What follows belongs to an exercise in optimizing a design on an open flow for small area, a short achievable clock period and few clock cycles; a production flow would make more cautious choices. RTL that was checked went through simulation tests only; none was proved equivalent to the original. No functional check of the RTL was part of run 6.

## flow/design.v (module list and top-level ports; edited modules follow where they fit)
// module PrefixAdder: 35 lines
// module BoothDaddaMul33: 1228 lines
// module PipelinedMultiplierUnit: 101 lines
// module QuickDivider: 182 lines
// module DividerUnit: 52 lines
// module MulDivUnit: 103 lines
module MulDivUnit (
    input logic clk,
    input logic rst,
    input logic stall,
    input logic [DATA_WIDTH-1:0] dataInA,
    input logic [DATA_WIDTH-1:0] dataInB,
    input logic mulGetUpper,
    input logic [1:0] mulCode,
    input logic [1:0] divCode,
    input logic divReset,
    input logic divResetFromCI_Stage,
    input logic divReq,
    input logic divAcquire,
    input logic divRelease,
    output logic [DATA_WIDTH-1:0] mulDataOut,
    output logic [DATA_WIDTH-1:0] divDataOut,
    output logic divFinished,
    output logic divBusy,
    output logic divReserved,
    output logic divFree
);
  // ...
==> flow/run.sh <==
#!/bin/bash
# synth_recipe.tcl (not shown) runs the flow's synth.tcl, then flattens the netlist and writes it again
# the make line also repeats each setting of config.mk as NAME=value (left out here)
make -C /OpenROAD-flow-scripts/flow DESIGN_CONFIG=/design/flow/config.mk WORK_HOME=/design/flow/orfs CLKGATE_MAP_FILE= SYNTH_SCRIPT=/design/flow/synth_recipe.tcl finish
==> flow/config.mk <==
export PLATFORM = sky130hd
export DESIGN_NAME = MulDivUnit
export DESIGN_NICKNAME = MulDivUnit
export VERILOG_FILES = /design/flow/design.v
export SDC_FILE = /design/flow/constraint.sdc
export NUM_CORES = 4
export LEC_CHECK = 0
export ABC_AREA = 1
export CAP_MARGIN = 20
export CORE_MARGIN = 2
export CORE_UTILIZATION = 40
export PLACE_DENSITY = 0.72
export SETUP_SLACK_MARGIN = 5.0
export SLEW_MARGIN = 20
export TNS_END_PERCENT = 5
==> flow/constraint.sdc <==
create_clock -name core_clock -period 10.0 [get_ports {clk}]
set_input_delay 2.0000 -clock core_clock [delete_from_list [all_inputs] [get_ports {clk}]]
set_output_delay 2.0000 -clock core_clock [all_outputs]
set_load 0.01 [all_outputs]
==> run_results.csv, run 1 <==
group,metric,value,unit
drt,drtAntennaViolNets,0,
final_layout,final.fill_count,11347,
global_route,grt_usage,30.0,%
final_layout,buf_share,6.08,%
clocking,cts.clk_slew.worst_paths,0.06,ns
sta,worstMarginPinSlew,1.05,ns
floorplanning,core_area,118000,µm²
global_route,busiest_layer,"met2",
floorplanning,die_w,349,µm
logic_synthesis,synth_top_family_by_area,"adder cells",
logic_synthesis,synthXorXnorAreaFrac,15.9,%
critical_path,critPathMaxStageDelay,0.77,ns
placed_design,place_area,50400,µm²
sta,setup_viol_count_final,0,
sta,tns,0,ns
logic_synthesis,synth_compound_area_share,13.8,%
logic_synthesis,ys_ff_latch,274,
critical_path,cp-startpoint,"mulUnit.exSrcA_Reg[32]$_DFFE_PN_",
global_route,grt_antenna_before_repair,8,
floorplanning,row_count,126,
final_layout,num_antenna_cells,2,
final_layout,seq_share,14.5,%
logic_synthesis,post_synth.cell_area_avg,8.05,µm²
final_layout,area.growth.synth_to_final,13.3,%
logic_synthesis,synth_seq_area_share,16.4,%
global_route,grt_pass1_vias,43986,
run_status,status,"timing/DRC/antenna clean",
sta,post-route-min-period,5.48,ns
global_route,overflow,0,
critical_path,path_buf_inv,5,
logic_synthesis,synth_top_area_share,20.7,%
critical_path,path_cells,"buf_4 > inv_1 > o22ai_1 > xor2_1 > fa_1 > fa_1 > inv_1 > fa_1 > inv_1 > fa_1 > fa_1 > inv_1 > fa_1 > nand2_1 > nand2_1",
critical_path,start_kind,"flop",
critical_path,reg2reg_slack,4.52,ns
drt,drc,0,
Testbench counts, summed over its fixed seeds: cycles 9,452.
==> run 2: changes to the inputs <==
--- a/flow/config.mk
+++ b/flow/config.mk
@@ -8,8 +8,7 @@
 export ABC_AREA = 1
 export CAP_MARGIN = 20
 export CORE_MARGIN = 2
-export CORE_UTILIZATION = 40
-export PLACE_DENSITY = 0.72
+export CORE_UTILIZATION = 50
 export SETUP_SLACK_MARGIN = 5.0
 export SLEW_MARGIN = 20
 export TNS_END_PERCENT = 5
==> run 2 against run 1 <==
Net effect:
- worst setup slack improved by 0.093 ns
- clock skew fell by 0.0068 ns
- synthesized cell count did not move
- critical endpoint is now mulUnit.lowerGenReg[7]$_DFFE_PN_
- worst hold slack improved by 0.0031 ns
- fmax rose by 1.7%
==> run_results.csv, run 2 <==
group,metric,value,unit
run_status,status,"timing/DRC/antenna clean",
critical_path,path_buf_inv,5,
worst_hold_path,worstHoldStart,"divUnit.div.regHalfShift[3]$_SDFF_PN0_",
drt,avgViaCountPerCell,6.05,
global_route,grt_antenna_before_repair,2,
clocking,cts_root_buf,"clkbuf_16",
logic_synthesis,synth_area_leaders,"fa_1 (21%), edfxtp_1 (15%), xor2_1 (13%)",
sta,rsz0062_at_grt,"true",
critical_path,critPathMaxStageDelay,0.59,ns
drt,wl_per_cell,26.5,µm
critical_path,cp.required,10.36,ns
final_layout,design_area,54200,µm²
critical_path,r2r_start,"mulUnit.boothOneReg[8]$_DFFE_PN_",
drt,drc,0,
final_layout,area.growth.synth_to_final,14.0,%
critical_path,start_kind,"flop",
sta,post-route-period-util,53.9,%
global_route,grt_pass1_wl,285000,µm
floorplanning,die_height,312,µm
logic_synthesis,ys.flop_type,"edfxtp_1",
critical_path,reg2reg_slack,4.61,ns
worst_hold_path,hold_class,"flop to flop",
floorplanning,die_w,312,µm
final_layout,finalNetCount,6883,
placed_design,place_area,50100,µm²
global_route,grt.met1_usage,46.9,%
placed_design,portBuffers,144,
sta,tns,0,ns
critical_path,path_cells,"inv_1 > buf_6 > o22ai_1 > xor2_1 > fa_1 > fa_1 > inv_1 > fa_1 > inv_1 > fa_1 > fa_1 > fa_1 > inv_1 > ha_1 > a21oi_1 > nand3_1",
worst_hold_path,hold_depth,2,
drt,wirelength,194000,µm
sta,hold_viol_final,0,
placed_design,hpwlAfterDp,140000,µm
logic_synthesis,synth_area,47600,µm²
critical_path,cpMostUsedCell,"fa_1",
drt,drtAntennaViolNets,0,
final_layout,top_register,"mulUnit.exSrcA_Reg",
critical_path,r2r_end,"mulUnit.lowerGenReg[7]$_DFFE_PN_",
logic_synthesis,syn_nets,6770,
clocking,hold_buffers,0,
drt,drt-initial-drc-count,5085,
global_route,grt_max_degree,77,
sta,post-route-min-period,5.39,ns
job,drv_cap,0,
clocking,clock_path_buffers,3,
logic_synthesis,synth_edf_count,230,
final_layout,final_common_cell,"inv_1",
final_layout,final.fill_count,8767,
logic_synthesis,yosysTopAreaCell,"fa_1",
global_route,busiest_layer,"met2",
critical_path,r2r_cells,16,
floorplanning,io_pins,145,
logic_synthesis,ys_ff_latch,274,
critical_path,worst_path_dominant_cell_family,"adder cells",
critical_path,cp_data_arrival_time,5.75,ns
logic_synthesis,post_synth.cell_area_avg,8.05,µm²
drt,dr.pass1.iters,8,
clocking,cts-buffers-inserted,34,
clocking,cts_tree,"done",
critical_path,critPathMaxFanout,32,
final_layout,layout_common_cells,"inv_1 (915), nand2_1 (899), xor2_1 (704)",
critical_path,crit_type,"flop to flop",
placed_design,gp_congestion,1.01,
logic_synthesis,synth-warning-count,17,
critical_path,worst_setup_path_end_kind,"flop",
logic_synthesis,synth_seq_area_share,16.4,%
sta,setup_viol_count_final,0,
sta,maxSlewViolCount,0,
sta,finalClockSkew,0.0393,ns
floorplanning,dieArea,97600,µm²
floorplanning,core_area,94600,µm²
sta,max_freq,0.186,GHz
logic_synthesis,synth_commonest_cells,"inv_1 (954), nand2_1 (917), xor2_1 (725), o22ai_1 (549), fa_1 (491)",
sta,worstMarginPinSlew,1.06,ns
logic_synthesis,postSynthCellCount,5909,
global_route,grt_pass1_vias,43862,
sta,slew_headroom,28.9,%
final_layout,layout-drive-gt1-share,11.0,%
clocking,insertion_delay,0.63,ns
logic_synthesis,synth.distinct_cells,66,
logic_synthesis,async_reset_ff_share,0,%
global_route,use_met3,9.58,%
clocking,cts.clk_slew.worst_paths,0.06,ns
global_route,grt_usage,39.3,%
global_route,use_met2,62.5,%
critical_path,slowest_stage,"fa_1",
floorplanning,start_util,50.3,%
worst_hold_path,hold-path-endpoint,"divUnit.div.regCount[3]$_DFF_P_",
drt,vias,44247,
final_layout,largest_reg_flops,33,
clocking,cts.sinks,274,
floorplanning,row_count,113,
logic_synthesis,synth.most_common_cell,"inv_1",
global_route,overflow,0,
logic_synthesis,synth_top_area_share,20.7,%
clocking,cts-htree-levels,2,
-- run 2: changes by cell type in the layout (fill, tap and decap cells not counted), moves of 11 or more --
cell | previous run | this run
xor2_4 | 27 | 38
dlygate4sd2_1 | 19 | 53
clkdlybuf4s50_1 | 96 | 61
a21oi_1 | 197 | 186
inv_1 | 929 | 915
buf_4 | 163 | 196
-- run 2: how the worst max path moves through the flow --
stage | startpoint | endpoint | cells after the start
6_report | mulUnit.boothOneReg[8]$_DFFE_PN_ | mulUnit.lowerGenReg[7]$_DFFE_PN_ | 16
5_1_grt | mulUnit.carryReg[4]$_DFFE_PN_ | mulDataOut[18] | 13
4_1_cts | divUnit.regIsRem$_DFFE_PP_ | divDataOut[31] | 14
3_5_place_dp | dataInB[31] | divUnit.div.regHalfShift[3]$_SDFF_PN0_ | 19
3_3_place_gp | dataInB[31] | divUnit.div.regHalfShift[3]$_SDFF_PN0_ | 19
2_1_floorplan | divCode[0] | divUnit.div.regHalfShift[3]$_SDFF_PN0_ | 19
-- run 2: layout make-up --
class | instances | area, µm² | share of cell area (%)
Antenna cell | 2 | 5.00 | 0.00923
Clock buffer | 44 | 938 | 1.73
Clock inverter | 16 | 186 | 0.344
Inverter | 987 | 3770 | 6.95
Multi-Input combinational cell | 4322 | 36100 | 66.6
Sequential cell | 274 | 7790 | 14.4
Tap cell | 1265 | 1580 | 2.92
Timing Repair Buffer | 402 | 3850 | 7.09
Timing Repair inverter | 1 | 6.26 | 0.0115
-- run 2: routing by layer --
layer	vias up	share of wire [%]
met3	830	10
li1	19485	-
met1	21149	36
met2	2779	44
met5	-	0.029
met4	4	9.1
-- run 2: what timing repair did --
action                     4_1_cts  5_1_grt
cloned                          11        5
setup endpoints to repair      197      183
pin swaps                       54       24
resized for setup              360      164
setup buffers                   92       36
-- run 2: logic make-up (layout without fill, tap and decap cells) --
kind of cell / Yosys count / after routing / share of synthesized area [%]
DFF: 274 / 274 / 16.4
other: 0 / 2 / 0
muxes: 20 / 20 / 0.434
AOI/OAI and AO/OA: 1112 / 1112 / 13.8
buffers and inverters: 1320 / 1450 / 10.7
adders and majority gates: 784 / 784 / 28.4
and+or+nand+nor: 1579 / 1586 / 14.3
xor gates and xnor gates: 820 / 820 / 15.9
-- run 2: stage by stage --
stage          hold WS, ns  worst slack, ns  utilization [%]  instances
3_3_place_gp         0.500             2.88             53.0       7106
3_5_place_dp         0.499             2.86             53.0       7107
6_report             0.521             4.61             57.3       7313
4_1_cts              0.519             4.60             56.3       7270
5_1_grt              0.564             4.50             57.3       7311
2_1_floorplan        0.424             4.66                -       5909
-- run 2: worst min-delay path: cells and delay by family, from the launching register on --
family | cells | cell delay [ns]
flops | 1 | 0.34
simple gates | 1 | 0.06
compound gates | 1 | 0.06
==> run 3: changes to the inputs <==
--- a/flow/config.mk
+++ b/flow/config.mk
@@ -8,7 +8,7 @@
 export ABC_AREA = 1
 export CAP_MARGIN = 20
 export CORE_MARGIN = 2
-export CORE_UTILIZATION = 50
+export CORE_UTILIZATION = 40
 export SETUP_SLACK_MARGIN = 5.0
 export SLEW_MARGIN = 20
-export TNS_END_PERCENT = 5
+export TNS_END_PERCENT = 1
==> run 3 against run 2 <==
Net effect:
- clock-buffer cell count down 2
- first-iteration DRC count is 2.1% higher
- core utilization is 12 points lower
- worst hold slack improved by 0.014 ns
- worst setup slack better by 0.0067 ns
- synthesized cell count stayed put
- area after synthesis is the same
- die area up 25%
- fmax is 0.12% higher
- critical endpoint is now divDataOut[15]
- highest routed layer unchanged
==> run_results.csv, run 3 <==
group,metric,value,unit
logic_synthesis,syn_nets,6770,
critical_path,cp_data_arrival_time,3.38,ns
floorplanning,die_w,349,µm
drt,wirelength,193000,µm
sta,post-route-period-util,53.8,%
sta,rsz0062_at_grt,"true",
critical_path,start_kind,"flop",
final_layout,area.growth.synth_to_final,12.8,%
critical_path,r2r_cells,16,
critical_path,critPathMaxStageDelay,0.63,ns
job,drv_cap,0,
critical_path,r2r_end,"mulUnit.lowerGenReg[7]$_DFFE_PN_",
final_layout,finalNetCount,6824,
global_route,grt_usage,31.5,%
floorplanning,io_pins,145,
critical_path,critPathMaxFanout,7,
logic_synthesis,yosysTopAreaCell,"fa_1",
logic_synthesis,synth_top_area_share,20.7,%
logic_synthesis,post_synth.cell_area_avg,8.05,µm²
drt,drtAntennaViolNets,0,
worst_hold_path,hold_depth,2,
run_status,status,"timing/DRC/antenna clean",
sta,setup_viol_count_final,0,
drt,drc,0,
sta,tns,0,ns
sta,hold_viol_final,0,
placed_design,portBuffers,144,
critical_path,r2r_start,"mulUnit.boothTwoReg[7]$_DFFE_PN_",
logic_synthesis,ys.flop_type,"edfxtp_1",
sta,slew_headroom,29.3,%
logic_synthesis,postSynthCellCount,5909,
logic_synthesis,synth-warning-count,17,
placed_design,gp_congestion,0.974,
logic_synthesis,synth_area_leaders,"fa_1 (21%), edfxtp_1 (15%), xor2_1 (13%)",
logic_synthesis,async_reset_ff_share,0,%
logic_synthesis,synth_area,47600,µm²
drt,drt-initial-drc-count,5190,
logic_synthesis,synth.distinct_cells,66,
clocking,cts-htree-levels,2,
critical_path,cp-startpoint,"divUnit.regIsRem$_DFFE_PP_",
floorplanning,dieArea,122000,µm²
floorplanning,die_height,349,µm
floorplanning,core_area,118000,µm²
sta,maxSlewViolCount,0,
drt,vias,43824,
critical_path,worst_path_dominant_cell_family,"buffers and inverters",
clocking,cts-buffers-inserted,36,
critical_path,reg2reg_slack,4.66,ns
sta,max_freq,0.186,GHz
final_layout,layout-drive-gt1-share,9.32,%
drt,wl_per_cell,25.7,µm
clocking,hold_buffers,0,
clocking,cts.sinks,274,
sta,finalClockSkew,0.0348,ns
sta,worstMarginPinSlew,1.06,ns
clocking,clock_path_buffers,3,
floorplanning,row_count,126,
worst_hold_path,hold_class,"flop to flop",
clocking,cts.clk_slew.worst_paths,0.06,ns
critical_path,cpMostUsedCell,"o21ai_0",
final_layout,final_common_cell,"inv_1",
final_layout,top_register,"mulUnit.exSrcA_Reg",
critical_path,path_cells,"buf_6 > buf_16 > o21ai_0 > inv_1 > nor2_4 > nand3_4 > o21ai_0 > xor2_1 > dlygate4sd2_1",
clocking,insertion_delay,0.61,ns
drt,avgViaCountPerCell,5.82,
critical_path,slowest_stage,"o21ai_0",
final_layout,utilization,45.4,%
floorplanning,start_util,40.3,%
worst_hold_path,hold-path-endpoint,"divUnit.div.regCount[4]$_SDFF_PP0_",
logic_synthesis,synth_commonest_cells,"inv_1 (954), nand2_1 (917), xor2_1 (725), o22ai_1 (549), fa_1 (491)",
global_route,grt_max_degree,150,
critical_path,worst_setup_path_end_kind,"primary output",
clocking,cts_tree,"done",
final_layout,layout_common_cells,"inv_1 (921), nand2_1 (907), xor2_1 (706)",
placed_design,dp_slack,2.83,ns
logic_synthesis,synth.most_common_cell,"inv_1",
final_layout,largest_reg_flops,33,
worst_hold_path,worstHoldStart,"divUnit.div.regCount[4]$_SDFF_PP0_",
placed_design,place_area,50400,µm²
global_route,grt_antenna_before_repair,5,
drt,dr.pass1.iters,7,
critical_path,crit_type,"flop to primary output",
critical_path,cp.required,8.00,ns
global_route,overflow,0,
clocking,cts_root_buf,"clkbuf_16",
global_route,grt_pass1_vias,43212,
logic_synthesis,ys_ff_latch,274,
logic_synthesis,synth_edf_count,230,
sta,fin_ws,4.62,ns
final_layout,design_area,53600,µm²
sta,post-route-min-period,5.38,ns
global_route,grt_pass1_wl,286000,µm
logic_synthesis,synth_seq_area_share,16.4,%
critical_path,path_buf_inv,4,
placed_design,hpwlAfterDp,144000,µm
## run 3: cells by family (layout without fill, tap and decap cells)
logic type                 Yosys count  count (layout)  synth area share, %
muxes                               20              20                0.434
and+or+nand+nor                   1579            1583                 14.3
AOI/OAI and AO/OA                 1112            1112                 13.8
adders and majority gates          784             784                 28.4
buffers and inverters             1320            1395                 10.7
DFF                                274             274                 16.4
xor gates and xnor gates           820             820                 15.9
other                                0               2                    0
## run 3: layout make-up
| class | count | area (µm²) |
|---|---|---|
| timing repair buffer | 345 | 3240 |
| multi-input combinational | 4319 | 35800 |
| clock inverter | 21 | 206 |
| antenna | 2 | 5.00 |
| sequential | 274 | 7790 |
| tap | 1536 | 1920 |
| inverter | 987 | 3780 |
| fill | 11637 | 64400 |
| clock buffer | 42 | 923 |
## run 3: worst max path at each step
stage	to	slack [ns]	cells past startpoint
2_1_floorplan	divUnit.div.regHalfShift[3]$_SDFF_PN0_	4.66	19
3_3_place_gp	divUnit.div.regHalfShift[3]$_SDFF_PN0_	2.80	21
3_5_place_dp	divUnit.div.regHalfShift[3]$_SDFF_PN0_	2.83	20
4_1_cts	divDataOut[21]	4.70	15
5_1_grt	divUnit.div.regR[4]$_DFFE_PP_	4.53	28
6_report	divDataOut[15]	4.62	9
## run 3: layer usage
metal,vias to the layer above,wire (µm),global-route usage (%)
met3,569,20500,7.58
met2,2532,86700,50.2
li1,19358,-,-
met5,-,13,0
met1,21363,75600,40.9
met4,2,10400,13.4
## run 3: worst min-delay path, cell delays in order (launching register included)
cell and delay, ns:
dfxtp_1 0.29, inv_1 0.09, o21a_1 0.12
## run 3: per-stage QoR
step	hold WS (ns)	cells
floorplan	0.424	5909
global placement	0.506	7375
detailed placement	0.503	7375
CTS	0.538	7500
global route	0.560	7524
finish	0.534	7526
## run 3: what timing repair did
| item | CTS | global route |
|---|---|---|
| pin swaps | 34 | 12 |
| gates cloned | 7 | 1 |
| setup endpoints to repair | 209 | 187 |
| resized for setup | 311 | 70 |
| buffers inserted | 55 | 23 |
==> run 4: changes to the inputs <==
--- a/flow/config.mk
+++ b/flow/config.mk
@@ -6,9 +6,9 @@
 export NUM_CORES = 4
 export LEC_CHECK = 0
 export ABC_AREA = 1
-export CAP_MARGIN = 20
+export CAP_MARGIN = 10
 export CORE_MARGIN = 2
 export CORE_UTILIZATION = 40
 export SETUP_SLACK_MARGIN = 5.0
-export SLEW_MARGIN = 20
+export SLEW_MARGIN = 10
 export TNS_END_PERCENT = 1
==> run 4 against run 3 <==
Net effect:
- first-iteration DRC count increased by 0.46%
- worst hold slack about the same
- synthesized cell count unchanged
- flip-flop and latch count is the same
- non-clock buffer count unchanged
- clock-buffer cell count is the same
- critical endpoint unchanged
==> run_results.csv, run 4 <==
group,metric,value,unit
run_status,status,"timing/DRC/antenna clean",
final_layout,regArea,7790,µm²
sta,post-route-min-period,5.40,ns
global_route,use_met2,50.2,%
logic_synthesis,async_reset_ff_share,0,%
critical_path,crit_type,"flop to primary output",
clocking,cts-htree-levels,2,
placed_design,dp_slack,2.83,ns
final_layout,final.fill_count,11636,
global_route,busiest_layer,"met2",
critical_path,cp.required,8.00,ns
global_route,grt.met1_usage,40.9,%
logic_synthesis,syn_nets,6770,
floorplanning,dieArea,122000,µm²
clocking,cts_tree,"done",
logic_synthesis,synth_area,47600,µm²
final_layout,layout_common_cells,"inv_1 (921), nand2_1 (908), xor2_1 (706)",
floorplanning,start_util,40.3,%
sta,setup_viol_count_final,0,
logic_synthesis,synth_edf_count,230,
final_layout,multi_input_area,35800,µm²
final_layout,layout-drive-gt1-share,9.30,%
sta,slew_headroom,24.3,%
final_layout,largest_reg_flops,33,
global_route,grt_pass1_vias,43212,
job,drv_cap,0,
logic_synthesis,synth_top_area_share,20.7,%
floorplanning,die_w,349,µm
floorplanning,row_count,126,
drt,drt-initial-drc-count,5214,
floorplanning,core_area,118000,µm²
logic_synthesis,yosysTopAreaCell,"fa_1",
drt,dr.pass1.iters,7,
drt,drc,0,
clocking,hold_buffers,0,
drt,drtAntennaViolNets,0,
placed_design,place_area,50400,µm²
placed_design,portBuffers,144,
logic_synthesis,post_synth.cell_area_avg,8.05,µm²
final_layout,fin_cells,7527,
logic_synthesis,synth-simple-area-share,14.3,%
worst_hold_path,hold_class,"flop to flop",
critical_path,start_kind,"flop",
critical_path,cp_data_arrival_time,3.40,ns
clocking,cts_root_buf,"clkbuf_16",
final_layout,top_register,"mulUnit.exSrcA_Reg",
logic_synthesis,ys_ff_latch,274,
global_route,grt_pass1_wl,286000,µm
clocking,cts.sinks,274,
logic_synthesis,synth.distinct_cells,66,
logic_synthesis,synth_adder_area_share,28.4,%
logic_synthesis,synth_top_family_by_area,"adder cells",
sta,max_freq,0.185,GHz
sta,hold_viol_final,0,
sta,maxSlewViolCount,0,
drt,avgViaCountPerCell,5.81,
final_layout,finalNetCount,6824,
final_layout,area.growth.synth_to_final,12.8,%
placed_design,gp_congestion,0.974,
critical_path,critPathMaxFanout,7,
clocking,cts-buffers-inserted,36,
floorplanning,die_height,349,µm
final_layout,final_common_cell,"inv_1",
global_route,grt_max_degree,150,
critical_path,worst_setup_path_end_kind,"primary output",
sta,finalClockSkew,0.0346,ns
clocking,insertion_delay,0.61,ns
logic_synthesis,synthXorXnorAreaFrac,15.9,%
logic_synthesis,synth.most_common_cell,"inv_1",
logic_synthesis,ys.flop_type,"edfxtp_1",
clocking,clock_path_buffers,3,
drt,wirelength,193000,µm
global_route,overflow,0,
placed_design,hpwlAfterDp,144000,µm
clocking,cts.clk_slew.worst_paths,0.06,ns
logic_synthesis,synth_seq_area_share,16.4,%
sta,rsz0062_at_grt,"true",
final_layout,design_area,53600,µm²
logic_synthesis,synth_commonest_cells,"inv_1 (954), nand2_1 (917), xor2_1 (725), o22ai_1 (549), fa_1 (491)",
floorplanning,io_pins,145,
sta,fin_ws,4.60,ns
placed_design,dp_cells,7375,
logic_synthesis,synth_compound_area_share,13.8,%
logic_synthesis,synth_mux_area_share,0.434,%
global_route,grt_antenna_before_repair,5,
drt,wl_per_cell,25.6,µm
drt,vias,43750,
logic_synthesis,synth_area_leaders,"fa_1 (21%), edfxtp_1 (15%), xor2_1 (13%)",
sta,worstMarginPinSlew,1.13,ns
global_route,grt_usage,31.5,%
sta,tns,0,ns
global_route,use_met3,7.58,%
logic_synthesis,synth-warning-count,17,
logic_synthesis,postSynthCellCount,5909,
sta,post-route-period-util,54.0,%
[run 4: cell type report]
cell class / count / area share [%]
sequential: 274 / 14.5
timing repair buffer: 345 / 6.04
multi-input combinational: 4319 / 66.7
clock buffer: 42 / 1.72
antenna: 3 / 0.0140
clock inverter: 21 / 0.385
inverter: 987 / 7.04
tap: 1536 / 3.58
[run 4: routing by layer]
layer	vias to the layer above	part of all wire [%]
met2	2519	45
met4	2	5.2
met1	21303	39
met3	556	10
li1	19370	-
met5	-	0.0067
[run 4: worst paths after layout]
path                                      start                            endpoint  cells after the start  slack (ns)
max                  divUnit.regIsRem$_DFFE_PP_                      divDataOut[15]                      9        4.60
min          divUnit.div.regCount[4]$_SDFF_PP0_  divUnit.div.regCount[4]$_SDFF_PP0_                      2        0.53
min reg2reg  divUnit.div.regCount[4]$_SDFF_PP0_  divUnit.div.regCount[4]$_SDFF_PP0_                      2        0.53
max reg2reg    mulUnit.boothTwoReg[7]$_DFFE_PN_    mulUnit.lowerGenReg[7]$_DFFE_PN_                     16        4.65
[run 4: critical path: stages, from the launching register on]
cell           delay, ns
edfxtp_1            0.37
buf_6               0.16
buf_16              0.15
o21ai_0             0.63
inv_1               0.24
nor2_4              0.20
nand3_4             0.12
o21ai_0             0.22
xor2_1              0.35
dlygate4sd2_1       0.32
[run 4: timing repair]
action | in CTS | in global routing
endpoints found under the hold margin | 0 | 0
gates resized for setup | 311 | 70
pin swaps | 34 | 12
endpoints found under the setup margin | 209 | 189
setup buffers | 55 | 23
gates cloned | 7 | 1
[run 4: per-stage QoR]
stage	utilization (%)	hold slack [ns]
3_5_place_dp	42.7	0.503
3_3_place_gp	42.7	0.506
6_report	45.4	0.534
5_1_grt	45.4	0.560
4_1_cts	45.0	0.538
2_1_floorplan	-	0.424
[run 4: cells by family (layout without fill, tap and decap cells)]
| family | Yosys count | after routing |
|---|---|---|
| DFF | 274 | 274 |
| and+or+nand+nor | 1579 | 1583 |
| adders and majority gates | 784 | 784 |
| AOI/OAI and AO/OA | 1112 | 1112 |
| muxes | 20 | 20 |
| other | 0 | 3 |
| xor gates and xnor gates | 820 | 820 |
| buffers and inverters | 1320 | 1395 |
==> run 5: changes to the inputs <==
==> flow/flow/run.sh (new file) <==
#!/bin/bash
# The standard layout, except that the ports are buffered with buf_2 cells
# (the default picks clkdlybuf4s50_1, a delay cell, for every port buffer).
set -euo pipefail
echo 'export BUFFER_PORTS_ARGS = -buffer_cell sky130_fd_sc_hd__buf_2' >> config.mk
bash standard.sh finish > standard.log 2>&1
==> flow/standard.sh (new file) <==
#!/bin/bash
# synth_recipe.tcl (not shown) runs the flow's synth.tcl, then flattens the netlist and writes it again
# the make line also repeats each setting of config.mk as NAME=value (left out here)
make -C /OpenROAD-flow-scripts/flow DESIGN_CONFIG=/design/flow/config.mk WORK_HOME=/design/flow/orfs CLKGATE_MAP_FILE= SYNTH_SCRIPT=/design/flow/synth_recipe.tcl "${@:-finish}"
--- a/flow/config.mk
+++ b/flow/config.mk
@@ -6,9 +6,10 @@
 export NUM_CORES = 4
 export LEC_CHECK = 0
 export ABC_AREA = 1
-export CAP_MARGIN = 10
+export CAP_MARGIN = 20
 export CORE_MARGIN = 2
 export CORE_UTILIZATION = 40
 export SETUP_SLACK_MARGIN = 5.0
-export SLEW_MARGIN = 10
+export SLEW_MARGIN = 20
 export TNS_END_PERCENT = 1
+export BUFFER_PORTS_ARGS = -buffer_cell sky130_fd_sc_hd__buf_2
removed: flow/run.sh
==> run 5 against run 4 <==
Net effect:
- core utilization fell by 0.67 points
- worst hold slack worse by 0.017 ns
- global-route usage up 0.064 points
- non-clock buffer count is 12 lower
- die area unchanged
- first-iteration DRC count down 0.67%
- worst setup slack worse by 0.0072 ns
- via count is 0.10% higher
- critical path type is now flop to flop
- critical endpoint is now mulUnit.lowerGenReg[7]$_DFFE_PN_
==> run_results.csv, run 5 <==
group,metric,value,unit
run_status,status,"timing/DRC/antenna clean",
drt,dr.pass1.iters,8,
logic_synthesis,synth_compound_area_share,13.8,%
placed_design,portBuffers,144,
floorplanning,io_pins,145,
final_layout,final.fill_count,11733,
global_route,grt_antenna_before_repair,7,
global_route,grt_max_degree,89,
drt,drtAntennaViolNets,0,
logic_synthesis,yosysTopAreaCell,"fa_1",
sta,slew_headroom,29.1,%
critical_path,cp.required,10.33,ns
global_route,grt_usage,31.6,%
sta,post-route-period-util,54.1,%
clocking,cts_root_buf,"clkbuf_16",
sta,rsz0062_at_grt,"true",
logic_synthesis,synth_mux_area_share,0.434,%
drt,wl_per_cell,25.8,µm
logic_synthesis,synth_adder_area_share,28.4,%
sta,hold_viol_final,0,
clocking,clock_path_buffers,3,
logic_synthesis,synth_area,47600,µm²
floorplanning,dieArea,122000,µm²
critical_path,critPathMaxFanout,21,
floorplanning,row_count,126,
floorplanning,die_w,349,µm
final_layout,design_area,52900,µm²
worst_hold_path,hold-path-endpoint,"divUnit.div.regCount[4]$_SDFF_PP0_",
floorplanning,core_area,118000,µm²
drt,wirelength,194000,µm
global_route,grt_pass1_wl,287000,µm
logic_synthesis,ys_ff_latch,274,
sta,max_freq,0.185,GHz
drt,avgViaCountPerCell,5.83,
logic_synthesis,post_synth.cell_area_avg,8.05,µm²
drt,drt-initial-drc-count,5179,
sta,finalClockSkew,0.0576,ns
floorplanning,start_util,40.3,%
placed_design,place_area,49700,µm²
final_layout,area.growth.synth_to_final,11.1,%
final_layout,layout_common_cells,"inv_1 (923), nand2_1 (907), xor2_1 (714)",
critical_path,start_kind,"flop",
final_layout,largest_reg_flops,33,
final_layout,top_register,"mulUnit.exSrcA_Reg",
critical_path,worst_setup_path_end_kind,"flop",
sta,worstMarginPinSlew,1.06,ns
logic_synthesis,synth-warning-count,17,
clocking,cts-buffers-inserted,34,
logic_synthesis,synthXorXnorAreaFrac,15.9,%
critical_path,cp_data_arrival_time,5.74,ns
logic_synthesis,async_reset_ff_share,0,%
worst_hold_path,hold_class,"flop to flop",
logic_synthesis,synth_top_family_by_area,"adder cells",
drt,drc,0,
clocking,cts.clk_slew.worst_paths,0.06,ns
final_layout,layout-drive-gt1-share,11.1,%
final_layout,utilization,44.8,%
final_layout,finalNetCount,6807,
clocking,cts.sinks,274,
critical_path,crit_type,"flop to flop",
final_layout,final_common_cell,"inv_1",
sta,post-route-min-period,5.41,ns
placed_design,hpwlAfterDp,143000,µm
logic_synthesis,ys.flop_type,"edfxtp_1",
critical_path,r2r_cells,14,
sta,setup_viol_count_final,0,
logic_synthesis,synth_top_area_share,20.7,%
logic_synthesis,synth.most_common_cell,"inv_1",
logic_synthesis,synth_commonest_cells,"inv_1 (954), nand2_1 (917), xor2_1 (725), o22ai_1 (549), fa_1 (491)",
logic_synthesis,postSynthCellCount,5909,
worst_hold_path,hold_depth,2,
logic_synthesis,synth.distinct_cells,66,
logic_synthesis,synth-simple-area-share,14.3,%
critical_path,reg2reg_slack,4.59,ns
floorplanning,die_height,349,µm
logic_synthesis,synth_seq_area_share,16.4,%
clocking,insertion_delay,0.64,ns
drt,vias,43795,
critical_path,r2r_end,"mulUnit.lowerGenReg[7]$_DFFE_PN_",
clocking,cts_tree,"done",
logic_synthesis,synth_area_leaders,"fa_1 (21%), edfxtp_1 (15%), xor2_1 (13%)",
logic_synthesis,syn_nets,6770,
worst_hold_path,worstHoldStart,"divUnit.div.regCount[4]$_SDFF_PP0_",
job,drv_cap,0,
clocking,cts-htree-levels,2,
global_route,overflow,0,
sta,tns,0,ns
logic_synthesis,synth_edf_count,230,
placed_design,gp_congestion,0.989,
global_route,grt_pass1_vias,43238,
sta,maxSlewViolCount,0,
critical_path,r2r_start,"mulUnit.boothNegReg[11]$_DFFE_PN_",
-- run 5: cell counts after synthesis --
Identical to the previous run, type by type.
-- run 5: critical path, stage by stage, from the launching register on --
cell and delay [ns]:
edfxtp_1 0.87, inv_2 0.28, buf_4 0.37, xor2_1 0.24, fa_1 0.52, inv_1 0.06, fa_1 0.58, inv_1 0.09
fa_1 0.40, fa_1 0.49, fa_1 0.54, inv_1 0.06, ha_1 0.32, a21oi_1 0.18, nand3_1 0.12
-- run 5: area by class of cell --
type	count	area (µm²)	share of cell area, %
clock inverters	19	228	0.431
multi-input cells	4316	35600	67.3
repair buffers	333	2610	4.93
clock buffers	43	932	1.76
inverters	987	3790	7.17
diodes	3	7.51	0.0142
flip-flops and latches	274	7790	14.7
well taps	1536	1920	3.64
-- run 5: stage by stage --
step	hold WS [ns]	cells	setup WS, ns
2_1_floorplan	0.424	5909	4.66
3_5_place_dp	0.502	7370	3.31
6_report	0.517	7511	4.59
4_1_cts	0.516	7488	4.76
5_1_grt	0.546	7508	4.59
3_3_place_gp	0.504	7370	3.32
-- run 5: worst max path at each step --
stage | startpoint | to | slack, ns
after global routing | divUnit.regIsRem$_DFFE_PP_ | divDataOut[28] | 4.59
after floorplan | divCode[0] | divUnit.div.regHalfShift[3]$_SDFF_PN0_ | 4.66
after CTS | divUnit.regIsRem$_DFFE_PP_ | divDataOut[31] | 4.76
after detailed placement | divCode[0] | divUnit.div.regHalfShift[3]$_SDFF_PN0_ | 3.31
after global placement | dataInB[31] | divUnit.div.regHalfShift[3]$_SDFF_PN0_ | 3.32
final | mulUnit.boothNegReg[11]$_DFFE_PN_ | mulUnit.lowerGenReg[7]$_DFFE_PN_ | 4.59
-- run 5: cells by family (layout without fill, tap and decap cells) --
kind of cell / Yosys count / after routing
AOI/OAI and AO/OA: 1112 / 1112
xor gates and xnor gates: 820 / 820
adders and majority gates: 784 / 784
buffers and inverters: 1320 / 1382
DFF: 274 / 274
muxes: 20 / 20
other: 0 / 3
and+or+nand+nor: 1579 / 1580
-- run 5: timing repair --
| action | 4_1_cts | 5_1_grt |
|---|---|---|
| resized for setup | 199 | 82 |
| cloned | 8 | 2 |
| pin swaps | 17 | 13 |
| hold endpoints to repair | 0 | 0 |
| hold buffers | 0 | 0 |
| buffers inserted | 48 | 18 |
| setup endpoints to repair | 178 | 158 |
-- run 5: metal layers --
layer,routed length [µm],part of all wire [%],up-vias,global-route usage (%)
met5,42,0.022,-,0
met4,11700,6.0,6,15.0
met3,21500,11,622,8.28
met2,85100,44,2597,49.2
met1,75800,39,21235,40.8
li1,-,-,19335,-
==> module QuickDivider, before the edit <==
module QuickDivider(
    input logic clk,
    input logic req,               
    input logic busy,              
    input BasicTypes::DataPath dividend,
    input BasicTypes::DataPath divisor,
    input logic isSigned,
    output logic doneAtReq,        
    output logic doneNext,         
    output BasicTypes::DataPath quotient,
    output BasicTypes::DataPath remainder
);
    localparam SHIFT_WIDTH = $clog2(DATA_WIDTH) + 1;    
    localparam POS_WIDTH = $clog2(DATA_WIDTH);
    function automatic logic [POS_WIDTH-1:0] MsbPosition(
        input BasicTypes::DataPath value
    );
        logic [DATA_WIDTH-1:0] any;
        logic [DATA_WIDTH-1:0][POS_WIDTH-1:0] pos;
        any = value;
        pos = '0;
        for (int l = 0; l < POS_WIDTH; l++) begin
            for (int k = 0; k < (DATA_WIDTH >> (l+1)); k++) begin
                pos[k] = any[2*k+1] ? pos[2*k+1] : pos[2*k];
                pos[k][l] = any[2*k+1];
                any[k] = any[2*k+1] | any[2*k];
            end
        end
        MsbPosition = pos[0];
    endfunction
    function automatic logic LowOnes(
        input BasicTypes::DataPath value
    );
        LowOnes = !(|(value[DATA_WIDTH-1:1] & ~value[DATA_WIDTH-2:0]));
    endfunction
    BasicTypes::DataPath regR, regQ, regD;
    logic [SHIFT_WIDTH-2:0] regHalfShift;   
    logic [SHIFT_WIDTH-2:0] regCount;      
    logic regFirst;                        
    logic signA, signB;
    BasicTypes::DataPath onesA, onesB;     
    BasicTypes::DataPath absA, absB;
    logic divisorIsZero, lessThan, lessEqual, nextTo, dividendIsSmaller;
    BasicTypes::DataPath diffBits;
    logic [POS_WIDTH-1:0] posA, posB;
    logic upA, upB;
    logic [POS_WIDTH:0] distance;
    logic [SHIFT_WIDTH-2:0] halfShift;
    logic [DATA_WIDTH:0] shiftedD;         
    logic [DATA_WIDTH:0] shiftedFine;
    BasicTypes::DataPath alignedD;
    logic [DATA_WIDTH:0] diff1;
    BasicTypes::DataPath diffA;
    logic [DATA_WIDTH+2:0] diffB;
    logic [DATA_WIDTH+2:0] csaX, csaY, csaZ, csaS, csaC;
    logic carry1, carryA;
    logic ge1, ge2, geB;
    BasicTypes::DataPath r2;
    PrefixAdder #(.WIDTH(DATA_WIDTH+1)) sub1 (
        .a({1'b0, regR}),
        .b(~{alignedD, 1'b0}),
        .cin(1'b1),
        .sum(diff1),
        .cout(carry1),
        .gAll(),
        .pAll()
    );
    PrefixAdder #(.WIDTH(DATA_WIDTH)) subA (
        .a(regR),
        .b(~alignedD),
        .cin(1'b1),
        .sum(diffA),
        .cout(carryA),
        .gAll(),
        .pAll()
    );
    always_comb begin
        csaX = {3'b0, regR};
        csaY = ~{3'b0, alignedD};
        csaZ = ~{2'b0, alignedD, 1'b0};
        csaS = csaX ^ csaY ^ csaZ;
        csaC = {(csaX[DATA_WIDTH+1:0] & csaY[DATA_WIDTH+1:0]) |
                (csaX[DATA_WIDTH+1:0] & csaZ[DATA_WIDTH+1:0]) |
                (csaY[DATA_WIDTH+1:0] & csaZ[DATA_WIDTH+1:0]), 1'b1};
    end
    PrefixAdder #(.WIDTH(DATA_WIDTH+3)) subB (
        .a(csaS),
        .b(csaC),
        .cin(1'b1),
        .sum(diffB),
        .cout(),
        .gAll(),
        .pAll()
    );
    logic cmpG, cmpP;
    PrefixAdder #(.WIDTH(DATA_WIDTH)) cmp (
        .a(onesA),
        .b(~onesB),
        .cin(1'b0),
        .sum(),
        .cout(),
        .gAll(cmpG),
        .pAll(cmpP)
    );
    always_comb begin
        signA = isSigned && dividend[DATA_WIDTH-1];
        signB = isSigned && divisor[DATA_WIDTH-1];
        onesA = signA ? ~dividend : dividend;
        onesB = signB ? ~divisor : divisor;
        absA = onesA + {{(DATA_WIDTH-1){1'b0}}, signA};
        absB = onesB + {{(DATA_WIDTH-1){1'b0}}, signB};
        divisorIsZero = (divisor == '0);
        lessThan = !(cmpG || cmpP);
        lessEqual = !cmpG;
        diffBits = onesA ^ onesB;
        nextTo = LowOnes(diffBits) && (diffBits != '0) &&
                 ((onesB & diffBits) == (diffBits & ~(diffBits >> 1)));
        if (signA == signB) begin
            dividendIsSmaller = lessThan;
        end
        else if (signB) begin
            dividendIsSmaller = lessEqual;
        end
        else begin
            dividendIsSmaller = lessThan && !nextTo;
        end
        doneAtReq = divisorIsZero || dividendIsSmaller;
        posA = MsbPosition(onesA);
        posB = MsbPosition(onesB);
        upA = signA && LowOnes(onesA) && (onesA != '0);
        upB = signB && LowOnes(onesB) && (onesB != '0);
        distance = {1'b0, posA} + {1'b0, ~posB} + {{POS_WIDTH{1'b0}}, upA} + {{POS_WIDTH{1'b0}}, !upB};
        halfShift = {1'b0, distance[POS_WIDTH-1:1]};
        shiftedFine = '0;
        for (int v = 0; v < 4; v++) begin
            if (regHalfShift[1:0] == v) begin
                shiftedFine = shiftedFine | ({1'b0, regD} << (2*v));
            end
        end
        shiftedD = '0;
        for (int u = 0; u <= (DATA_WIDTH / 8); u++) begin
            if (regHalfShift[SHIFT_WIDTH-2:2] == u) begin
                shiftedD = shiftedD | (shiftedFine << (8*u));
            end
        end
        alignedD = shiftedD[DATA_WIDTH-1:0];
        ge1 = carry1;                        
        geB = !diffB[DATA_WIDTH+2];          
        ge2 = ge1 ? geB : carryA;
        if (ge1) begin
            r2 = geB ? diffB[DATA_WIDTH-1:0] : diff1[DATA_WIDTH-1:0];
        end
        else begin
            r2 = carryA ? diffA : regR;
        end
        doneNext = regFirst ? (regHalfShift == '0) : (regCount == 1);
        quotient = regQ;
        remainder = regR;
    end
    always_ff @(posedge clk) begin
        if (req) begin
            regR <= absA;
            regQ <= divisorIsZero ? '1 : '0;
        end
        else if (busy) begin
            regR <= r2;
            regQ <= {regQ[DATA_WIDTH-3:0], ge1, ge2};
        end
    end
    always_ff @(posedge clk) begin
        regFirst <= req;
        if (req) begin
            regD <= absB;
            regHalfShift <= halfShift;
        end
        else begin
            regD <= {2'b0, shiftedD[DATA_WIDTH-1:2]};
            regHalfShift <= '0;
        end
        regCount <= regFirst ? regHalfShift : regCount - 1;
    end
endmodule : QuickDivider
==> module DividerUnit, before the edit <==
module DividerUnit (
    input logic clk,
    input logic req,
    input logic busy,
    input BasicTypes::DataPath fuOpA_In,
    input BasicTypes::DataPath fuOpB_In,
    input OpFormatTypes::IntDIV_Code divCode,
    output logic doneAtReq,
    output logic doneNext,
    output BasicTypes::DataPath dataOut
);
    localparam LEVELS = $clog2(DATA_WIDTH);
    logic isSigned, isRem, signA, signB;
    BasicTypes::DataPath quotient, remainder, result;
    logic regNegate, regIsRem;
    BasicTypes::DataPath lowOr [LEVELS+1];
    QuickDivider div (
        .clk(clk),
        .req(req),
        .busy(busy),
        .dividend(fuOpA_In),
        .divisor(fuOpB_In),
        .isSigned(isSigned),
        .doneAtReq(doneAtReq),
        .doneNext(doneNext),
        .quotient(quotient),
        .remainder(remainder)
    );
    always_comb begin
        isSigned = (divCode == AC_DIV) || (divCode == AC_REM);
        isRem = (divCode == AC_REM) || (divCode == AC_REMU);
        signA = isSigned && fuOpA_In[DATA_WIDTH-1];
        signB = isSigned && fuOpB_In[DATA_WIDTH-1];
        result = regIsRem ? remainder : quotient;
        lowOr[0] = {result[DATA_WIDTH-2:0], 1'b0};
        for (int l = 0; l < LEVELS; l++) begin
            lowOr[l+1] = lowOr[l] | (lowOr[l] << (1 << l));
        end
        dataOut = result ^ ({DATA_WIDTH{regNegate}} & lowOr[LEVELS]);
    end
    always_ff @(posedge clk) begin
        if (req) begin
            regIsRem <= isRem;
            if (isRem) begin
                regNegate <= signA;
            end
            else begin
                regNegate <= (signA ^ signB) && (fuOpB_In != '0);
            end
        end
    end
endmodule : DividerUnit
==> run 6: changes to the inputs <==
--- a/flow/design.v
+++ b/flow/design.v
@@ -1394,10 +1394,10 @@
     input BasicTypes::DataPath dividend,
     input BasicTypes::DataPath divisor,
     input logic isSigned,
+    input logic wantRemainder,     
     output logic doneAtReq,        
     output logic doneNext,         
-    output BasicTypes::DataPath quotient,
-    output BasicTypes::DataPath remainder
+    output BasicTypes::DataPath result     
 );
     localparam SHIFT_WIDTH = $clog2(DATA_WIDTH) + 1;    
     localparam POS_WIDTH = $clog2(DATA_WIDTH);
@@ -1543,16 +1543,17 @@
             r2 = carryA ? diffA : regR;
         end
         doneNext = regFirst ? (regHalfShift == '0) : (regCount == 1);
-        quotient = regQ;
-        remainder = regR;
+        result = regR;
     end
+    logic regWantRemainder;
     always_ff @(posedge clk) begin
         if (req) begin
-            regR <= absA;
-            regQ <= divisorIsZero ? '1 : '0;
+            regWantRemainder <= wantRemainder;
+            regR <= (doneAtReq && !wantRemainder) ? (divisorIsZero ? '1 : '0) : absA;
+            regQ <= '0;
         end
         else if (busy) begin
-            regR <= r2;
+            regR <= (doneNext && !regWantRemainder) ? {regQ[DATA_WIDTH-3:0], ge1, ge2} : r2;
             regQ <= {regQ[DATA_WIDTH-3:0], ge1, ge2};
         end
     end
@@ -1584,8 +1585,8 @@
 );
     localparam LEVELS = $clog2(DATA_WIDTH);
     logic isSigned, isRem, signA, signB;
-    BasicTypes::DataPath quotient, remainder, result;
-    logic regNegate, regIsRem;
+    BasicTypes::DataPath result;
+    logic regNegate;
     BasicTypes::DataPath lowOr [LEVELS+1];
     QuickDivider div (
         .clk(clk),
@@ -1594,17 +1595,16 @@
         .dividend(fuOpA_In),
         .divisor(fuOpB_In),
         .isSigned(isSigned),
+        .wantRemainder(isRem),
         .doneAtReq(doneAtReq),
         .doneNext(doneNext),
-        .quotient(quotient),
-        .remainder(remainder)
+        .result(result)
     );
     always_comb begin
         isSigned = (divCode == AC_DIV) || (divCode == AC_REM);
         isRem = (divCode == AC_REM) || (divCode == AC_REMU);
         signA = isSigned && fuOpA_In[DATA_WIDTH-1];
         signB = isSigned && fuOpB_In[DATA_WIDTH-1];
-        result = regIsRem ? remainder : quotient;
         lowOr[0] = {result[DATA_WIDTH-2:0], 1'b0};
         for (int l = 0; l < LEVELS; l++) begin
             lowOr[l+1] = lowOr[l] | (lowOr[l] << (1 << l));
@@ -1613,7 +1613,6 @@
     end
     always_ff @(posedge clk) begin
         if (req) begin
-            regIsRem <= isRem;
             if (isRem) begin
                 regNegate <= signA;
             end
==> flow/run.sh (new file) <==
#!/bin/bash
# synth_recipe.tcl (not shown) runs the flow's synth.tcl, then flattens the netlist and writes it again
# the make line also repeats each setting of config.mk as NAME=value (left out here)
make -C /OpenROAD-flow-scripts/flow DESIGN_CONFIG=/design/flow/config.mk WORK_HOME=/design/flow/orfs CLKGATE_MAP_FILE= SYNTH_SCRIPT=/design/flow/synth_recipe.tcl finish
--- a/flow/config.mk
+++ b/flow/config.mk
@@ -12,4 +12,3 @@
 export SETUP_SLACK_MARGIN = 5.0
 export SLEW_MARGIN = 20
 export TNS_END_PERCENT = 1
-export BUFFER_PORTS_ARGS = -buffer_cell sky130_fd_sc_hd__buf_2
removed: flow/flow/run.sh
removed: flow/standard.sh
==> run 6 against run 5 <==
Net effect:
- cell count grew 0.76%
- wire length rose by 1.3%
- critical path depth up 4
- fmax up 1.8%
- register-to-register slack better by 0.12 ns
- sequential share of layout area shrank 0.94 points
- worst setup slack gained 0.096 ns
- critical endpoint is now divUnit.div.regR[26]$_DFFE_PP_
- cell area is 1.8% higher
- synthesized cell count rose by 0.15%
- die area shrank 0.77%
- flip-flop and latch count is 2 lower
==> run_results.csv, run 6 <==
group,metric,value,unit
drt,avgViaCountPerCell,5.82,
critical_path,path_depth,18,
clocking,cts_tree,"done",
sta,post-route-period-util,53.1,%
final_layout,finalNetCount,6869,
drt,drc,0,
critical_path,cpMostUsedCell,"nand2_1",
global_route,grt_pass1_wl,286000,µm
global_route,grt_usage,31.7,%
global_route,grt_pass1_vias,43785,
placed_design,place_area,50100,µm²
sta,max_freq,0.188,GHz
logic_synthesis,synth_edf_count,198,
critical_path,start_kind,"input port",
sta,hold_viol_final,0,
worst_hold_path,hold_depth,2,
placed_design,portBuffers,144,
critical_path,crit_type,"input port to flop",
sta,setup_viol_count_final,0,
critical_path,slowest_stage,"clkdlybuf4s50_1",
critical_path,path_cells,"clkdlybuf4s50_1 > xor2_1 > inv_2 > ha_1 > inv_1 > nor3_2 > nand2_1 > nor2_4 > nand2_1 > nor2_4 > nand2_1 > nor2_1 > nand3_1 > xor2_2 > nand2_1 > nand2_1 > nand2_1 > nand2_1",
logic_synthesis,synth-warning-count,17,
clocking,cts.clk_slew.worst_paths,0.06,ns
logic_synthesis,ys.flop_type,"edfxtp_1",
worst_hold_path,worstHoldStart,"divUnit.div.regQ[0]$_SDFFE_PP0P_",
drt,drtAntennaViolNets,0,
critical_path,critPathMaxFanout,6,
clocking,cts.sinks,272,
critical_path,worst_setup_path_end_kind,"flop",
final_layout,final_common_cell,"inv_1",
final_layout,layout_common_cells,"inv_1 (864), nand2_1 (839), xor2_1 (725)",
placed_design,gp_congestion,0.994,
final_layout,num_antenna_cells,0,
sta,rsz0062_at_grt,"true",
floorplanning,die_w,348,µm
job,drv_cap,0,
logic_synthesis,synth_top_area_share,20.8,%
critical_path,cp.required,10.33,ns
logic_synthesis,syn_nets,6779,
clocking,cts-htree-levels,2,
floorplanning,die_height,348,µm
critical_path,cp_data_arrival_time,5.64,ns
logic_synthesis,synth.distinct_cells,68,
sta,maxSlewViolCount,0,
sta,worstMarginPinSlew,1.09,ns
floorplanning,io_pins,145,
logic_synthesis,synth_area,47200,µm²
final_layout,design_area,53800,µm²
final_layout,multi_input_area,36100,µm²
clocking,cts-buffers-inserted,34,
logic_synthesis,synth_commonest_cells,"inv_1 (907), nand2_1 (859), xor2_1 (754), o22ai_1 (549), fa_1 (491)",
sta,post-route-min-period,5.31,ns
clocking,clock_path_buffers,3,
critical_path,reg2reg_slack,4.71,ns
global_route,grt_max_degree,148,
placed_design,hpwlAfterDp,142000,µm
global_route,overflow,0,
floorplanning,core_area,118000,µm²
floorplanning,start_util,40.1,%
final_layout,largest_reg_flops,33,
final_layout,layout-drive-gt1-share,10.8,%
logic_synthesis,post_synth.cell_area_avg,7.98,µm²
sta,finalClockSkew,0.0439,ns
sta,fin_ws,4.69,ns
logic_synthesis,synth_seq_area_share,15.7,%
floorplanning,dieArea,121000,µm²
run_status,status,"timing/DRC/antenna clean",
placed_design,dp_slack,2.77,ns
drt,drt-initial-drc-count,4926,
clocking,insertion_delay,0.62,ns
clocking,hold_buffers,0,
drt,vias,44028,
global_route,grt_antenna_before_repair,4,
worst_hold_path,hold_class,"flop to flop",
clocking,cts_root_buf,"clkbuf_16",
logic_synthesis,postSynthCellCount,5918,
sta,tns,0,ns
final_layout,regArea,7430,µm²
drt,wirelength,197000,µm
logic_synthesis,async_reset_ff_share,0,%
critical_path,r2r_end,"mulUnit.lowerGenReg[7]$_DFFE_PN_",
sta,slew_headroom,27.2,%
critical_path,r2r_cells,16,
floorplanning,row_count,126,
final_layout,top_register,"mulUnit.exSrcA_Reg",
logic_synthesis,ys_ff_latch,272,
final_layout,area.growth.synth_to_final,14.0,%
logic_synthesis,synth.most_common_cell,"inv_1",
worst_hold_path,hold-path-endpoint,"divUnit.div.regQ[0]$_SDFFE_PP0P_",
logic_synthesis,synth_area_leaders,"fa_1 (21%), xor2_1 (14%), edfxtp_1 (13%)",
critical_path,r2r_start,"mulUnit.boothOneReg[4]$_DFFE_PN_",
drt,wl_per_cell,26.0,µm
critical_path,critPathMaxStageDelay,0.63,ns
critical_path,worst_path_dominant_cell_family,"simple AND/OR/NAND/NOR gates",
drt,dr.pass1.iters,6,
final_layout,final.fill_count,11691,
logic_synthesis,yosysTopAreaCell,"fa_1",
critical_path,path_buf_inv,3,
final_layout,utilization,45.8,%
[run 6: worst register-to-register path, stage by stage (launching register included)]
cell	delay, ns
edfxtp_1	0.60
clkinvlp_4	0.17
buf_4	0.27
o22ai_1	0.26
xor2_1	0.22
fa_1	0.46
fa_1	0.52
inv_1	0.05
fa_1	0.47
inv_1	0.05
fa_1	0.40
fa_1	0.46
fa_1	0.53
inv_1	0.05
ha_1	0.31
a21oi_1	0.16
nand3_1	0.08
[run 6: kinds of logic after synthesis]
family | after synthesis | share of synthesized area [%]
simple gates | 1618 | 14.7
buf+inv | 1294 | 10.6
compound gates | 1090 | 13.7
xor+xnor | 852 | 16.5
fa+ha+maj | 784 | 28.6
flops | 272 | 15.7
mux | 8 | 0.188
[run 6: cell type report]
type	count	share of cell area [%]
well taps	1536	3.57
repair inverters	2	0.0256
repair buffers	391	6.73
multi-input cells	4355	67.0
clock buffers	43	1.64
clock inverters	17	0.367
flip-flops and latches	272	13.8
inverters	952	6.83
[run 6: how the worst max path moves through the flow]
stage | start | to
floorplan | divCode[0] | divUnit.div.regHalfShift[3]$_SDFF_PN0_
global placement | divCode[0] | divUnit.div.regR[0]$_DFFE_PP_
global route | mulUnit.boothOneReg[4]$_DFFE_PN_ | mulUnit.lowerGenReg[7]$_DFFE_PN_
finish | dataInA[1] | divUnit.div.regR[26]$_DFFE_PP_
CTS | divUnit.div.regR[2]$_DFFE_PP_ | divDataOut[31]
detailed placement | divCode[0] | divUnit.div.regR[2]$_DFFE_PP_
[run 6: metal layers]
metal  vias to the layer above  global-route usage [%]  share of wire [%]
met1                     21213                    39.4                 38
met2                      2617                    50.0                 44
li1                      19442                       -                  -
met3                       750                    8.62                 11
met5                         -                   0.360              0.036
met4                         6                    16.9                6.6
[run 6: timing repair]
item,CTS,global route
resized for setup,263,175
pin swaps,33,36
cloned,3,5
setup endpoints to repair,191,180
setup buffers,62,63
[run 6: through the flow]
| stage | hold WS, ns | instances |
|---|---|---|
| global route | 0.507 | 7568 |
| CTS | 0.484 | 7500 |
| finish | 0.491 | 7568 |
| floorplan | 0.424 | 5918 |
| global placement | 0.465 | 7374 |
| detailed placement | 0.475 | 7375 |

[afterwards: timing with drivers on the ports]
Ports are ideal in the flow. The routed layouts listed here were re-timed in OpenROAD. Step 1 sets driving cells, clkbuf_16 on the clock port and buf_2 on the other inputs (assumed; they add their load-dependent delay and slew). Step 2 times the ports against the registers' clock, not the clock port: input delays grow and output delays shrink by t, the midpoint of the rising clock arrivals with the driver on. Three values: no drivers, after step 1, after step 2; two values: the first two.
| run | t, ns | slack for setup (ns) | worst slew at a driven data input, ns | pins driven straight from the clock port |
|---|---|---|---|---|
| run 1 | 0.695 | 4.518 / 4.518 / 3.990 | 0.06 | 1 |
| run 2 | 0.677 | 4.611 / 4.611 / 4.184 | 0.12 | 1 |
| run 3 | 0.665 | 4.618 / 4.547 / 4.032 | 0.05 | 1 |
| run 4 | 0.665 | 4.601 / 4.530 / 4.017 | 0.05 | 1 |
| run 5 | 0.675 | 4.594 / 4.594 / 4.074 | 0.04 | 1 |
| run 6 | 0.668 | 4.689 / 4.690 / 4.071 | 0.06 | 1 |
After both steps setup and hold are still met in every run listed. The setup slack of run 6, which loses most, moves by +0.001 ns with the drivers and by -0.618 ns with both steps.
